Context: an optimization exercise on an open-source flow, tuned for a short achievable clock period and few clock cycles. The choices shown serve that exercise and are no tape-out recipe. Function was checked by simulation only, so behaviour that the tests miss may differ from the original. Power is estimated from default activity; no workload was simulated.

[design/flow/run.sh]
#!/bin/bash
# synth_recipe.tcl (not shown) runs the flow's synth.tcl, then flattens the netlist and writes it again
# the make line also repeats each setting of config.mk as NAME=value (left out here)
make -C /OpenROAD-flow-scripts/flow DESIGN_CONFIG=/design/flow/config.mk WORK_HOME=/design/flow/orfs CLKGATE_MAP_FILE= SYNTH_SCRIPT=/design/flow/synth_recipe.tcl finish
[design/flow/config.mk]
export PLATFORM = sky130hd
export DESIGN_NAME = mips
export DESIGN_NICKNAME = mips
export VERILOG_FILES = /design/flow/design.v
export SDC_FILE = /design/flow/constraint.sdc
export NUM_CORES = 4
export LEC_CHECK = 0
export CAP_MARGIN = 20
export CORE_MARGIN = 2
export CORE_UTILIZATION = 40
export SLEW_MARGIN = 20
[design/flow/constraint.sdc]
create_clock -name core_clock -period 5.2 [get_ports {clk}]
set_input_delay 1.0400 -clock core_clock [delete_from_list [all_inputs] [get_ports {clk}]]
set_output_delay 1.0400 -clock core_clock [all_outputs]
set_load 0.01 [all_outputs]
[design/flow/design.v]
module flopenrc#(parameter M=8)(input clk,input reset,input clear,input en,
										input [M-1:0]d,output reg [M-1:0] q);
	always @(posedge clk,posedge reset)begin
		if(reset) 		q <= 0;
		else if(clear) q <= 0;
		else if(en) 	q <= d;
	end
endmodule
module adder #(parameter N=8)(input [N-1:0]a,b,input cin,output [N-1:0]s,output cout);
	assign {cout,s} = a + b + cin;
endmodule
module mux2#(parameter M=32)(input [M-1:0]d0,input [M-1:0]d1,input sel,output [M-1:0]y);
	assign y = sel ? d1:d0;
endmodule
module signextend#(parameter N=16,M=32)(input [N-1:0]a,output [M-1:0]y);
	assign y = {{(M-N){a[N-1]}},a};
endmodule
module alu#(parameter M=32)(input [M-1:0]a,input [M-1:0]b,input [2:0]f,output reg [M-1:0]y,output reg overflow,output zero);
	wire [M-1:0] s,bout;
	assign bout = f[2] ? ~b : b;
	assign s = a + bout + f[2];
	assign zero = s==0;
	always @(*)begin
		case(f[1:0])
		2'b00:y = a & bout;
		2'b01:y = a | bout;
		2'b10:y = s;
		2'b11:y = s[M-1];
		endcase
	end
	always @(*)begin
		case(f[2])
		1'b0:overflow = a[M-1] & b[M-1] & ~s[M-1] | ~a[M-1] & ~b[M-1] & s[M-1];
		1'b1:overflow = ~a[M-1] & b[M-1] & s[M-1] | a[M-1] & ~b[M-1] & ~s[M-1];
		default:overflow = 1'b0;
		endcase
	end
endmodule
module regfile#(parameter N=5,M=32)(input clk,input [N-1:0]a1
											 ,input [N-1:0]a2
											 ,input [N-1:0]a3
											 ,input [M-1:0]wd3
											 ,input we3
											 ,output [M-1:0]rd1
											 ,output [M-1:0]rd2);
	reg [M-1:0]rf[2**N-1:0];
	always @(posedge clk)
	begin
		if(we3)begin
			rf[a3] <= wd3;
		end
	end
	assign rd1 = a1==0?0:(a3 == a1 && we3 ? wd3 : rf[a1]);
	assign rd2 = a2==0?0:(a3 == a2 && we3 ? wd3 : rf[a2]);
endmodule
module controller#(parameter INST_WIDTH=32)(input [INST_WIDTH-1:0]inst,
											 output reg  [2:0]alu_control,
											 output reg reg_write,
											 output reg mem_write,
											 output reg reg_dst,
											 output reg alu_src,
											 output reg mem_to_reg,
											 output reg beq_inst,
											 output reg j_inst);
	always @(*)begin
		case(inst[31:26])
		6'b100011: begin 
			alu_control = 3'b010;
			reg_write = 1'b1;
			mem_write = 1'b0;
			reg_dst = 1'b0;
			alu_src = 1'b1;
			mem_to_reg  = 1'b1;
			beq_inst = 1'b0;
			j_inst = 1'b0;
		end
		6'b001000: begin 
			alu_control = 3'b010;
			reg_write = 1'b1;
			mem_write = 1'b0;
			reg_dst = 1'b0;
			alu_src = 1'b1;
			mem_to_reg  = 1'b0;
			beq_inst = 1'b0;
			j_inst = 1'b0;
		end
		6'b101011:begin 
			alu_control = 3'b010;
			reg_write = 1'b0;
			mem_write = 1'b1;
			reg_dst = 1'b0;
			alu_src = 1'b1;
			mem_to_reg  = 1'b0;
			beq_inst = 1'b0;
			j_inst = 1'b0;
		end
		6'b000000:begin  
			case(inst[5:0])
			6'b100000:begin 
				alu_control = 3'b010; 
				reg_write = 1'b1;
				mem_write = 1'b0;
				reg_dst = 1'b1;
				alu_src = 1'b0;
				mem_to_reg  = 1'b0;
				beq_inst = 1'b0;
				j_inst = 1'b0;
			end
			6'b100010:begin
				alu_control = 3'b110; 
				reg_write = 1'b1;
				mem_write = 1'b0;
				reg_dst = 1'b1;
				alu_src = 1'b0;
				mem_to_reg  = 1'b0;
				beq_inst = 1'b0;
				j_inst = 1'b0;
			end
			6'b100100:begin 
				alu_control = 3'b000; 
				reg_write = 1'b1;
				mem_write = 1'b0;
				reg_dst = 1'b1;
				alu_src = 1'b0;
				mem_to_reg  = 1'b0;
				beq_inst = 1'b0;
				j_inst = 1'b0;
			end
			6'b100101:begin 
				alu_control = 3'b001; 
				reg_write = 1'b1;
				mem_write = 1'b0;
				reg_dst = 1'b1;
				alu_src = 1'b0;
				mem_to_reg  = 1'b0;
				beq_inst = 1'b0;
				j_inst = 1'b0;
			end
			6'b101010:begin
				alu_control = 3'b111; 
				reg_write = 1'b1;
				mem_write = 1'b0;
				reg_dst = 1'b1;
				alu_src = 1'b0;
				mem_to_reg  = 1'b0;
				beq_inst = 1'b0;
				j_inst = 1'b0;
			end
			default:begin
				alu_control = 3'b010;
				reg_write = 1'b0;
				mem_write = 1'b0;
				reg_dst = 1'b0;
				alu_src = 1'b0;
				mem_to_reg  = 1'b0;
				beq_inst = 1'b0;
				j_inst = 1'b0;
			end
			endcase
		end
		6'b000100:begin  
			alu_control = 3'b110; 
			reg_write = 1'b0;
			mem_write = 1'b0;
			reg_dst = 1'b0;
			alu_src = 1'b0;
			mem_to_reg  = 1'b0;
			beq_inst = 1'b1;
			j_inst = 1'b0;
		end
		6'b000010:begin  
			alu_control = 3'b010; 
			reg_write = 1'b0;
			mem_write = 1'b0;
			reg_dst = 1'b0;
			alu_src = 1'b0;
			mem_to_reg  = 1'b0;
			beq_inst = 1'b0;
			j_inst = 1'b1;
		end
		default:begin
			alu_control = 3'b010;
			reg_write = 1'b0;
			mem_write = 1'b0;
			reg_dst = 1'b0;
			alu_src = 1'b0;
			mem_to_reg  = 1'b0;
			beq_inst = 1'b0;
			j_inst = 1'b0;
		end
		endcase
	end
endmodule
module datapath#(parameter WIDTH=32,INST_WIDTH=32,REG_COUNT_BITS=5)
					(input clk,input reset,output [WIDTH-1:0]pc,input [INST_WIDTH-1:0]inst,output [INST_WIDTH-1:0]inst_decode,
					input [2:0]alu_control_decode,output [WIDTH-1:0] mem_addr,input [WIDTH-1:0] read_data,input reg_write_decode,
					input mem_write_decode,output mem_write,
					output [WIDTH-1:0]write_data,
					input reg_dst_decode,
					input alu_src_decode,
					input mem_to_reg_decode,
					input beq_inst_decode,
					input j_inst_decode);
	wire [WIDTH-1:0]write_data_decode,write_data_execute,write_data_mem;
	reg [WIDTH-1:0]pc_branch;
	wire [WIDTH-1:0]pc_next;
	reg pc_jump;
	wire [WIDTH-1:0]pc_plus4,pc_plus4_decode,pc_plus4_execute;
	wire [WIDTH-1:0]rd1,rd2;
	wire [WIDTH-1:0]sign_imm;
	wire [WIDTH-1:0]alu_src_a_decode,alu_src_b_decode,alu_src_a_execute,alu_src_b_execute,alu_result_mem,alu_result_wb,read_data_wb;
	wire [WIDTH-1:0]alu_result;
	wire [REG_COUNT_BITS-1:0]dst_reg_decode,dst_reg_execute,dst_reg_mem,dst_reg_wb; 
	wire [WIDTH-1:0]wd3;
	wire [2:0]alu_control_execute;
	wire reg_write_execute,reg_write_mem,reg_write_wb;
	wire mem_write_execute,mem_write_mem;
	wire mem_to_reg_execute,mem_to_reg_mem,mem_to_reg_wb;
	wire [INST_WIDTH-1:0]inst_execute,inst_mem,inst_wb;
	reg [WIDTH-1:0]alu_src_a,alu_src_b;
	wire j_inst_execute,beq_inst_execute;
	reg fetch_enable,decode_enable,decode_clear,execute_clear,execute_clear1;
	reg forward_a_mem_decode,forward_a_wb_decode;
	reg forward_b_mem_decode,forward_b_wb_decode;
	wire forward_a_mem_execute,forward_a_wb_execute;
	wire forward_b_mem_execute,forward_b_wb_execute;
	reg forward_w_mem_decode,forward_w_wb_decode;
	wire forward_w_mem_execute,forward_w_wb_execute;
	reg [WIDTH-1:0]write_data_fwd;
	adder #(WIDTH)addr_pc_plus4(.a(pc),.b(32'd4),.cin(1'b0),.s(pc_plus4));
	mux2 #(WIDTH)pc_next_mux(.d0(pc_plus4),.d1(pc_branch),.sel(pc_jump),.y(pc_next));
	flopenrc #(WIDTH)pc_register(.clk(clk),.reset(reset),.clear(1'b0),.en(fetch_enable),.d(pc_next),.q(pc));
	flopenrc #(INST_WIDTH)inst_decode_ff(.clk(clk),.reset(reset),.clear(decode_clear),.en(decode_enable),.d(inst),.q(inst_decode));
	flopenrc #(WIDTH)pc_plus4_decode_ff(.clk(clk),.reset(reset),.clear(decode_clear),.en(decode_enable),.d(pc_plus4),.q(pc_plus4_decode));
	regfile #(REG_COUNT_BITS,WIDTH)rf(.clk(clk),.a1(inst_decode[25:21]),.a2(inst_decode[20:16]),.a3(dst_reg_wb),.wd3(wd3),.we3(reg_write_wb),.rd1(rd1),.rd2(rd2));
	signextend #(16,WIDTH)sign_extend(.a(inst_decode[15:0]),.y(sign_imm));
	assign alu_src_a_decode = rd1;
	mux2 #(32)alu_src_b_mux(.d0(rd2),.d1(sign_imm),.sel(alu_src_decode),.y(alu_src_b_decode));
	mux2 #(5)dst_reg_mux(.d0(inst_decode[20:16]),.d1(inst_decode[15:11]),.sel(reg_dst_decode),.y(dst_reg_decode));
	assign write_data_decode = rd2;
	always @(*)
	begin
		if(reg_write_execute && dst_reg_execute == inst_decode[25:21] && inst_decode[25:21]!= 0 && mem_to_reg_execute == 0)begin		 
			forward_a_mem_decode = 1'b1;
			forward_a_wb_decode  = 1'b0;
		end
		else if(reg_write_mem && dst_reg_mem == inst_decode[25:21] && inst_decode[25:21]!= 0)begin    
			forward_a_mem_decode = 1'b0;
			forward_a_wb_decode  = 1'b1;
		end
		else begin
			forward_a_mem_decode = 1'b0;
			forward_a_wb_decode  = 1'b0;
		end
		if(reg_write_execute && dst_reg_execute == inst_decode[20:16] && alu_src_decode == 0 && inst_decode[20:16] != 0 && mem_to_reg_execute == 0)begin 
			forward_b_mem_decode = 1'b1;
			forward_b_wb_decode  = 1'b0;
		end
		else if(reg_write_mem && dst_reg_mem == inst_decode[20:16] && alu_src_decode == 0 && inst_decode[20:16]!= 0)begin    
			forward_b_mem_decode = 1'b0;
			forward_b_wb_decode  = 1'b1;
		end
		else begin
			forward_b_mem_decode = 1'b0;
			forward_b_wb_decode  = 1'b0;
		end
		if(reg_write_execute && dst_reg_execute == inst_decode[20:16] && mem_write_decode && inst_decode[20:16] != 0 && mem_to_reg_execute == 0)begin
			forward_w_mem_decode = 1'b1;
			forward_w_wb_decode  = 1'b0;
		end
		else if(reg_write_mem && dst_reg_mem == inst_decode[20:16] && mem_write_decode && inst_decode[20:16]!= 0)begin
			forward_w_mem_decode = 1'b0;
			forward_w_wb_decode  = 1'b1;
		end
		else begin
			forward_w_mem_decode = 1'b0;
			forward_w_wb_decode  = 1'b0;
		end
		if((reg_write_execute && dst_reg_execute == inst_decode[25:21] && inst_decode[25:21]!= 0 && mem_to_reg_execute == 1)||
			(reg_write_execute && dst_reg_execute == inst_decode[20:16] && (alu_src_decode == 0 || mem_write_decode) && inst_decode[20:16] != 0 && mem_to_reg_execute == 1))begin
			fetch_enable = 1'b0;
			decode_enable = 1'b0;
			execute_clear = 1'b1;
		end
		else begin
			fetch_enable = 1'b1;
			decode_enable = 1'b1;
			execute_clear = 1'b0;		
		end
	end
	flopenrc #(WIDTH)pc_plus4_ex_ff(.clk(clk),.reset(reset),.clear(execute_clear || execute_clear1),.en(1'b1),.d(pc_plus4_decode),.q(pc_plus4_execute));
	flopenrc #(1)j_inst_mem_ex_ff(.clk(clk),.reset(reset),.clear(execute_clear|| execute_clear1),.en(1'b1),.d(j_inst_decode),.q(j_inst_execute));
	flopenrc #(1)beq_inst_mem_ex_ff(.clk(clk),.reset(reset),.clear(execute_clear|| execute_clear1),.en(1'b1),.d(beq_inst_decode),.q(beq_inst_execute));
	flopenrc #(1)forward_a_mem_ex_ff(.clk(clk),.reset(reset),.clear(execute_clear|| execute_clear1),.en(1'b1),.d(forward_a_mem_decode),.q(forward_a_mem_execute));
	flopenrc #(1)forward_b_mem_ex_ff(.clk(clk),.reset(reset),.clear(execute_clear|| execute_clear1),.en(1'b1),.d(forward_b_mem_decode),.q(forward_b_mem_execute));
	flopenrc #(1)forward_a_wb_ex_ff(.clk(clk),.reset(reset),.clear(execute_clear|| execute_clear1),.en(1'b1),.d(forward_a_wb_decode),.q(forward_a_wb_execute));
	flopenrc #(1)forward_b_wb_ex_ff(.clk(clk),.reset(reset),.clear(execute_clear|| execute_clear1),.en(1'b1),.d(forward_b_wb_decode),.q(forward_b_wb_execute));
	flopenrc #(1)forward_w_mem_ex_ff(.clk(clk),.reset(reset),.clear(execute_clear|| execute_clear1),.en(1'b1),.d(forward_w_mem_decode),.q(forward_w_mem_execute));
	flopenrc #(1)forward_w_wb_ex_ff(.clk(clk),.reset(reset),.clear(execute_clear|| execute_clear1),.en(1'b1),.d(forward_w_wb_decode),.q(forward_w_wb_execute));
	flopenrc #(INST_WIDTH)inst_ex_ff(.clk(clk),.reset(reset),.clear(execute_clear|| execute_clear1),.en(1'b1),.d(inst_decode),.q(inst_execute));
	flopenrc #(3)alu_control_ex_ff(.clk(clk),.reset(reset),.clear(execute_clear|| execute_clear1),.en(1'b1),.d(alu_control_decode),.q(alu_control_execute));
	flopenrc #(1)reg_write_ex_ff(.clk(clk),.reset(reset),.clear(execute_clear|| execute_clear1),.en(1'b1),.d(reg_write_decode),.q(reg_write_execute));
	flopenrc #(1)mem_write_ex_ff(.clk(clk),.reset(reset),.clear(execute_clear|| execute_clear1),.en(1'b1),.d(mem_write_decode),.q(mem_write_execute));
	flopenrc #(1)mem_to_reg_ex_ff(.clk(clk),.reset(reset),.clear(execute_clear|| execute_clear1),.en(1'b1),.d(mem_to_reg_decode),.q(mem_to_reg_execute));
	flopenrc #(WIDTH)alu_src_a_ex_ff(.clk(clk),.reset(reset),.clear(execute_clear|| execute_clear1),.en(1'b1),.d(alu_src_a_decode),.q(alu_src_a_execute));
	flopenrc #(WIDTH)alu_src_b_ex_ff(.clk(clk),.reset(reset),.clear(execute_clear|| execute_clear1),.en(1'b1),.d(alu_src_b_decode),.q(alu_src_b_execute));
	flopenrc #(WIDTH)write_data_ex_ff(.clk(clk),.reset(reset),.clear(execute_clear|| execute_clear1),.en(1'b1),.d(write_data_decode),.q(write_data_execute));
	flopenrc #(REG_COUNT_BITS)dst_reg_ex_ff(.clk(clk),.reset(reset),.clear(execute_clear|| execute_clear1),.en(1'b1),.d(dst_reg_decode),.q(dst_reg_execute));
	always @(*)
	begin
		if(forward_a_mem_execute == 1'b1)begin
			alu_src_a = alu_result_mem;
		end
		else if(forward_a_wb_execute == 1'b1)begin
			alu_src_a = wd3;
		end
		else begin
			alu_src_a = alu_src_a_execute;
		end
		if(forward_b_mem_execute == 1'b1)begin
			alu_src_b = alu_result_mem;
		end
		else if(forward_b_wb_execute == 1'b1)begin
			alu_src_b = wd3;
		end
		else begin
			alu_src_b = alu_src_b_execute;
		end
		if(forward_w_mem_execute == 1'b1)begin
			write_data_fwd = alu_result_mem;
		end
		else if(forward_w_wb_execute == 1'b1)begin
			write_data_fwd = wd3;
		end
		else begin
			write_data_fwd = write_data_execute;
		end
		if(j_inst_execute)begin
			pc_branch = {pc_plus4_execute[31:28],inst_execute[25:0],1'b0,1'b0};
			pc_jump = 1'b1;
		end
		else if(beq_inst_execute && alu_src_b == alu_src_a)begin
			pc_branch = ({{16{inst_execute[15]}},inst_execute[15:0]}<<2) + pc_plus4_execute;
			pc_jump = 1'b1;
		end
		else begin
			pc_branch = 0;
			pc_jump = 1'b0;
		end
		if(pc_jump == 1'b1)begin
			decode_clear = 1'b1;
			execute_clear1 = 1'b1;
		end
		else begin
			decode_clear = 1'b0;
			execute_clear1 = 1'b0;
		end
	end
	alu #(WIDTH)alu(.a(alu_src_a),.b(alu_src_b),.f(alu_control_execute),.y(alu_result));
	flopenrc #(INST_WIDTH)inst_mem_ff(.clk(clk),.reset(reset),.clear(1'b0),.en(1'b1),.d(inst_execute),.q(inst_mem));
	flopenrc #(WIDTH)alu_result_mem_ff(.clk(clk),.reset(reset),.clear(1'b0),.en(1'b1),.d(alu_result),.q(alu_result_mem));
	flopenrc #(1)reg_write_mem_ff(.clk(clk),.reset(reset),.clear(1'b0),.en(1'b1),.d(reg_write_execute),.q(reg_write_mem));
	flopenrc #(1)mem_write_mem_ff(.clk(clk),.reset(reset),.clear(1'b0),.en(1'b1),.d(mem_write_execute),.q(mem_write_mem));
	flopenrc #(1)mem_to_reg_mem_ff(.clk(clk),.reset(reset),.clear(1'b0),.en(1'b1),.d(mem_to_reg_execute),.q(mem_to_reg_mem));
	flopenrc #(REG_COUNT_BITS)dst_reg_mem_ff(.clk(clk),.reset(reset),.clear(1'b0),.en(1'b1),.d(dst_reg_execute),.q(dst_reg_mem));
	flopenrc #(WIDTH)write_data_mem_ff(.clk(clk),.reset(reset),.clear(1'b0),.en(1'b1),.d(write_data_fwd),.q(write_data_mem));
	assign mem_addr = alu_result_mem;
	assign write_data = write_data_mem;
	assign mem_write = mem_write_mem;
	flopenrc #(INST_WIDTH)inst_wb_ff(.clk(clk),.reset(reset),.clear(1'b0),.en(1'b1),.d(inst_mem),.q(inst_wb));
	flopenrc #(WIDTH)alu_result_wb_ff(.clk(clk),.reset(reset),.clear(1'b0),.en(1'b1),.d(alu_result_mem),.q(alu_result_wb));
	flopenrc #(WIDTH)read_data_wb_ff(.clk(clk),.reset(reset),.clear(1'b0),.en(1'b1),.d(read_data),.q(read_data_wb));
	flopenrc #(1)reg_write_wb_ff(.clk(clk),.reset(reset),.clear(1'b0),.en(1'b1),.d(reg_write_mem),.q(reg_write_wb));
	flopenrc #(1)mem_to_reg_wb_ff(.clk(clk),.reset(reset),.clear(1'b0),.en(1'b1),.d(mem_to_reg_mem),.q(mem_to_reg_wb));
	flopenrc #(REG_COUNT_BITS)dst_reg_wb_ff(.clk(clk),.reset(reset),.clear(1'b0),.en(1'b1),.d(dst_reg_mem),.q(dst_reg_wb));
	mux2 #(32)mem_to_reg_mux(.d0(alu_result_wb),.d1(read_data_wb),.sel(mem_to_reg_wb),.y(wd3));
endmodule
module mips#(parameter WIDTH=32,INST_WIDTH=32,REG_COUNT_BITS=5)
				(input clk,input reset,output [WIDTH-1:0]pc,input [INST_WIDTH-1:0]inst,
				 output [WIDTH-1:0] mem_addr,input [WIDTH-1:0] read_data,output  mem_write,output [WIDTH-1:0]write_data);
	wire [2:0]alu_control_decode;
	wire reg_write_decode,reg_dst_decode,alu_src_decode,mem_to_reg_decode,beq_inst_decode,j_inst_decode;
	wire [INST_WIDTH-1:0] inst_decode;
	wire mem_write_decode;
	datapath #(WIDTH,INST_WIDTH,REG_COUNT_BITS)dp(.clk(clk),
																 .reset(reset),
																 .pc(pc),
																 .inst(inst),
																 .inst_decode(inst_decode),
																 .alu_control_decode(alu_control_decode),
																 .mem_addr(mem_addr),
																 .read_data(read_data),
																 .reg_write_decode(reg_write_decode),
																 .mem_write_decode(mem_write_decode),
																 .mem_write(mem_write),
																 .write_data(write_data),
																 .reg_dst_decode(reg_dst_decode),
																 .alu_src_decode(alu_src_decode),
																 .mem_to_reg_decode(mem_to_reg_decode),
																 .beq_inst_decode(beq_inst_decode),
																 .j_inst_decode(j_inst_decode));
	controller #(INST_WIDTH)ctl(.inst(inst_decode),
										 .alu_control(alu_control_decode),
										 .reg_write(reg_write_decode),
										 .mem_write(mem_write_decode),
										 .reg_dst(reg_dst_decode),
										 .alu_src(alu_src_decode),
										 .mem_to_reg(mem_to_reg_decode),
										 .beq_inst(beq_inst_decode),
										 .j_inst(j_inst_decode));
endmodule
==> run notes <==
outcome=no timing/DRC/antenna violations; Critical Path AT=approximately 5.7 ns; Setup CP Type=flip-flop to flip-flop; RSZ-0062 raised after global routing=false; via count=about 45000; synthesized instance count=4571; crit-path max FO=12; Root Driver=clkbuf_16; share of layout cells above drive strength 1=0.244; Yosys cell types=88; Detail Placement HPWL=149 mm; placer congestion estimate=0.984; Placed Cells=around 7000; routed wire length=227 mm; Die X=423 µm; CTS tree=yes; Finish-stage setup viols=0; Slew @ Worst Pin=1.26 ns; Via density=6.22; dominant cell by count in the synthesized netlist=edfxtp_1; Post-Synth Simple-Gate Area=0.0571; leading area contributor after synthesis=edfxtp_1; final hold vios=0; CTS buffer count=152; XOR/XNOR share of the synthesized area=0.0211; max cap viols=0; initial drt markers=5718; grt total ovfl=0; Worst Setup End Kind=flip-flop; f_max=roughly 200 MHz; main area contributors after synthesis=edfxtp_1 (44%), mux4_2 (20%), dfrtp_1 (15%); post-synthesis register bit count=1436; Synth Area in Adders=0.0173; headroom to the max-slew limit=0.156; Final Skew=roughly 0.044 ns; gr usage total=0.253; Post-synth ARST share=0.287; row count=153; initial antenna violation count=5; Syn Std Cell Area=70300 µm²; initial core utilization=0.404; Critical Path Source Type=flip-flop; mux contribution to synthesized area=0.221; Cell Chain, Critical Path=buf_4 -> mux2i_2 -> inv_2 -> a222oi_1 -> inv_1 -> ha_1 -> and4_1 -> o21ai_0 -> a31oi_1 -> o211ai_1 -> a31oi_1 -> o22ai_1 -> o41a_1 -> xnor2_1 -> mux4_2; Setup WS post-layout=0.225 ns; remaining antenna violation count after routing=0; CTS H-tree depth=4; ys flop type=edfxtp_1; Pleak=28.3 nW; Post-synth EDFFs=slightly above 1000; Longest Clk Path Bufs=3; Mean Syn Cell Area=15.4 µm²; Cell Pwr Density=407 nW/µm²; top cells by count, synth=edfxtp_1 (1024), mux4_2 (625), dfrtp_1 (412); Reg2Reg Setup Slack=0.23 ns; Synthesis Warnings=8; fin crit period=4.97 ns; WL/cell=31.4 µm; clock slew at reported path FFs=~0.06 ns; sequential-to-total area share from yosys stat=0.584; largest family of logic cells by synthesized area=multiplexers; vias in the first global route=around 44000; Hold Crit Class=flip-flop to flip-flop; Sink Count=approximately 1400; Die Ht=423 µm; peak supply drop=370 µV; Net Count, Synth=about 4700; crit share post-route=0.957; Final Max Tran Viols=0; slowest cell delay on critical path=0.58 ns; dpl ws=0.272 ns; Port Buffers=162; die footprint=179000 µm²; IO Pins=163; largest net degree at the start of global routing=123; compound-gate portion of the synthesized area=0.0733; first-pass GRT wire length=327 mm; fin nets=4953; core box area=174000 µm²; Setup TNS=0 ns; final non-filler cell total=7243; hold_ws=0.373 ns; area share of the largest cell type after synthesis=0.437; Skew-Pair Late Insertion Delay=around 0.83 ns; DRC=0; Crit-path slowest cell=dfrtp_2; most frequent cell on the critical path=a31oi_1; Data required, critical path=5.89 ns; Initial DRT Pass Iterations=7; Area growth syn-to-layout=15.3%
[report_power, final]
part           internal (mW)  switching (mW)
combinational           2.65            4.35
clock                   6.11            4.76
sequential              14.2           0.926
[metrics by stage]
| step | power [mW] | util | instance area [µm²] |
|---|---|---|---|
| final | 33.0 | 0.465 | 81100 |
| after global routing | 34.1 | 0.465 | 81100 |
| after CTS | 33.0 | 0.465 | 81100 |
| after detailed placement | 22.2 | 0.437 | 76100 |
| after global placement | 22.1 | 0.435 | 75900 |
| after floorplan | 18.9 | - | 70300 |
[cells by family (layout without fill, tap and decap cells)]
group           count (synthesis)  after routing
xor+xnor                      169            169
simple gates                  853            853
buf+inv                       463            809
compound gates                791            791
other cells                     0              1
mux                           763            763
flops                        1436           1436
fa+ha+maj                      96             96
[flip-flops by register name (all words and copies together), names as in the netlist, 26 cells and up]
| name | count |
|---|---|
| dp.pc_register.q | 32 |
| dp.write_data_ex_ff.q | 32 |
| dp.alu_src_a_ex_ff.q | 32 |
| dp.write_data_mem_ff.q | 32 |
| dp.alu_result_mem_ff.q | 32 |
| dp.alu_src_b_ex_ff.q | 32 |
| dp.read_data_wb_ff.q | 32 |
| dp.pc_plus4_decode_ff.q | 32 |
| dp.pc_plus4_ex_ff.q | 32 |
| dp.inst_decode_ff.q | 32 |
| dp.inst_ex_ff.q | 26 |
| dp.alu_result_wb_ff.q | 32 |
| dp.rf.rf | 1024 |
[final cells by class]
type                       count  area (µm²)
multi-input combinational   2672       27700
antenna                        1        2.50
inverter                     132         499
tap                         2325        2910
timing repair buffer         397        3880
sequential                  1436       41100
clock inverter                87         917
clock buffer                 193        4070
fill                       15000       93100
[placed cells by master, fill, tap and decap left out, drive strengths merged, types with 20 or more instances in the layout]
cell	instances
a211oi	139
a21o	36
a21oi	204
a22oi	25
a31oi	26
and2	78
and3	31
buf	235
clkbuf	193
clkdlybuf4s50	162
clkinv	70
dfrtp	412
edfxtp	1024
ha	94
inv	135
mux2i	130
mux4	625
nand2	253
nand2b	21
nand3	36
nor2	279
nor2b	37
nor3	31
o211ai	23
o21a	20
o21ai	167
o22ai	31
xnor2	101
xor2	68
[worst paths after layout]
path | startpoint | end | depth (start not counted)
max in group asynchronous | reset | dp.read_data_wb_ff.q[23]$_DFF_PP0_ | 3
max | dp.mem_to_reg_wb_ff.q$_DFF_PP0_ | dp.alu_result_mem_ff.q[0]$_DFF_PP0_ | 15
max reg2reg | dp.mem_to_reg_wb_ff.q$_DFF_PP0_ | dp.alu_result_mem_ff.q[0]$_DFF_PP0_ | 15
min in group asynchronous | reset | dp.inst_decode_ff.q[5]$_DFFE_PP0P_ | 2
min | dp.mem_to_reg_mem_ff.q$_DFF_PP0_ | dp.mem_to_reg_wb_ff.q$_DFF_PP0_ | 0
min reg2reg | dp.mem_to_reg_mem_ff.q$_DFF_PP0_ | dp.mem_to_reg_wb_ff.q$_DFF_PP0_ | 0
[worst max-delay path, delay by kind of cell, from the launching register on]
family,cells,cell delay (ns)
and+or+nand+nor,1,0.19
AOI/OAI and AO/OA,7,2.11
adders and majority gates,1,0.37
muxes,2,0.86
DFF,1,0.58
xor gates and xnor gates,1,0.15
buffers and inverters,3,0.57
[repair_timing]
item / CTS / global route
hold buffers: 0 / 0
buffers inserted: 0 / 0
gates resized for setup: 0 / 2
setup endpoints to repair: 0 / 2
[per-layer routing]
metal  global-route usage  wire length [µm]
met4                0.100              9460
met2                0.394            106000
met3               0.0481             20300
met1                0.352             91600
met5                    0                24
Testbench counts, summed over its fixed seeds: cycles 40,585.

==> static timing again, ports no longer ideal <==
The flow's constraints put no driver on any port. The routed layout listed below was extracted and timed again, unchanged, in two steps.
Step 1 assumes that a clkbuf_16 drives the clock port and a buf_2 every other input.
Step 2 also shifts input and output timing later by t, the mid clock arrival at the registers, as if the neighbouring blocks saw the same clock.
a / b / c = ideal / step 1 / step 2; a / b = the first two.
t, ns: 0.889
setup slack, ns: 0.225 / 0.225 / 0.225
clock arrival spread, ns: 0.049 / 0.049
worst slew at a driven data input, ns: 0.07
After both steps setup and hold are still met in this run. For this run, drivers alone change the setup slack by 0.000 ns; drivers and shift together by 0.000 ns.
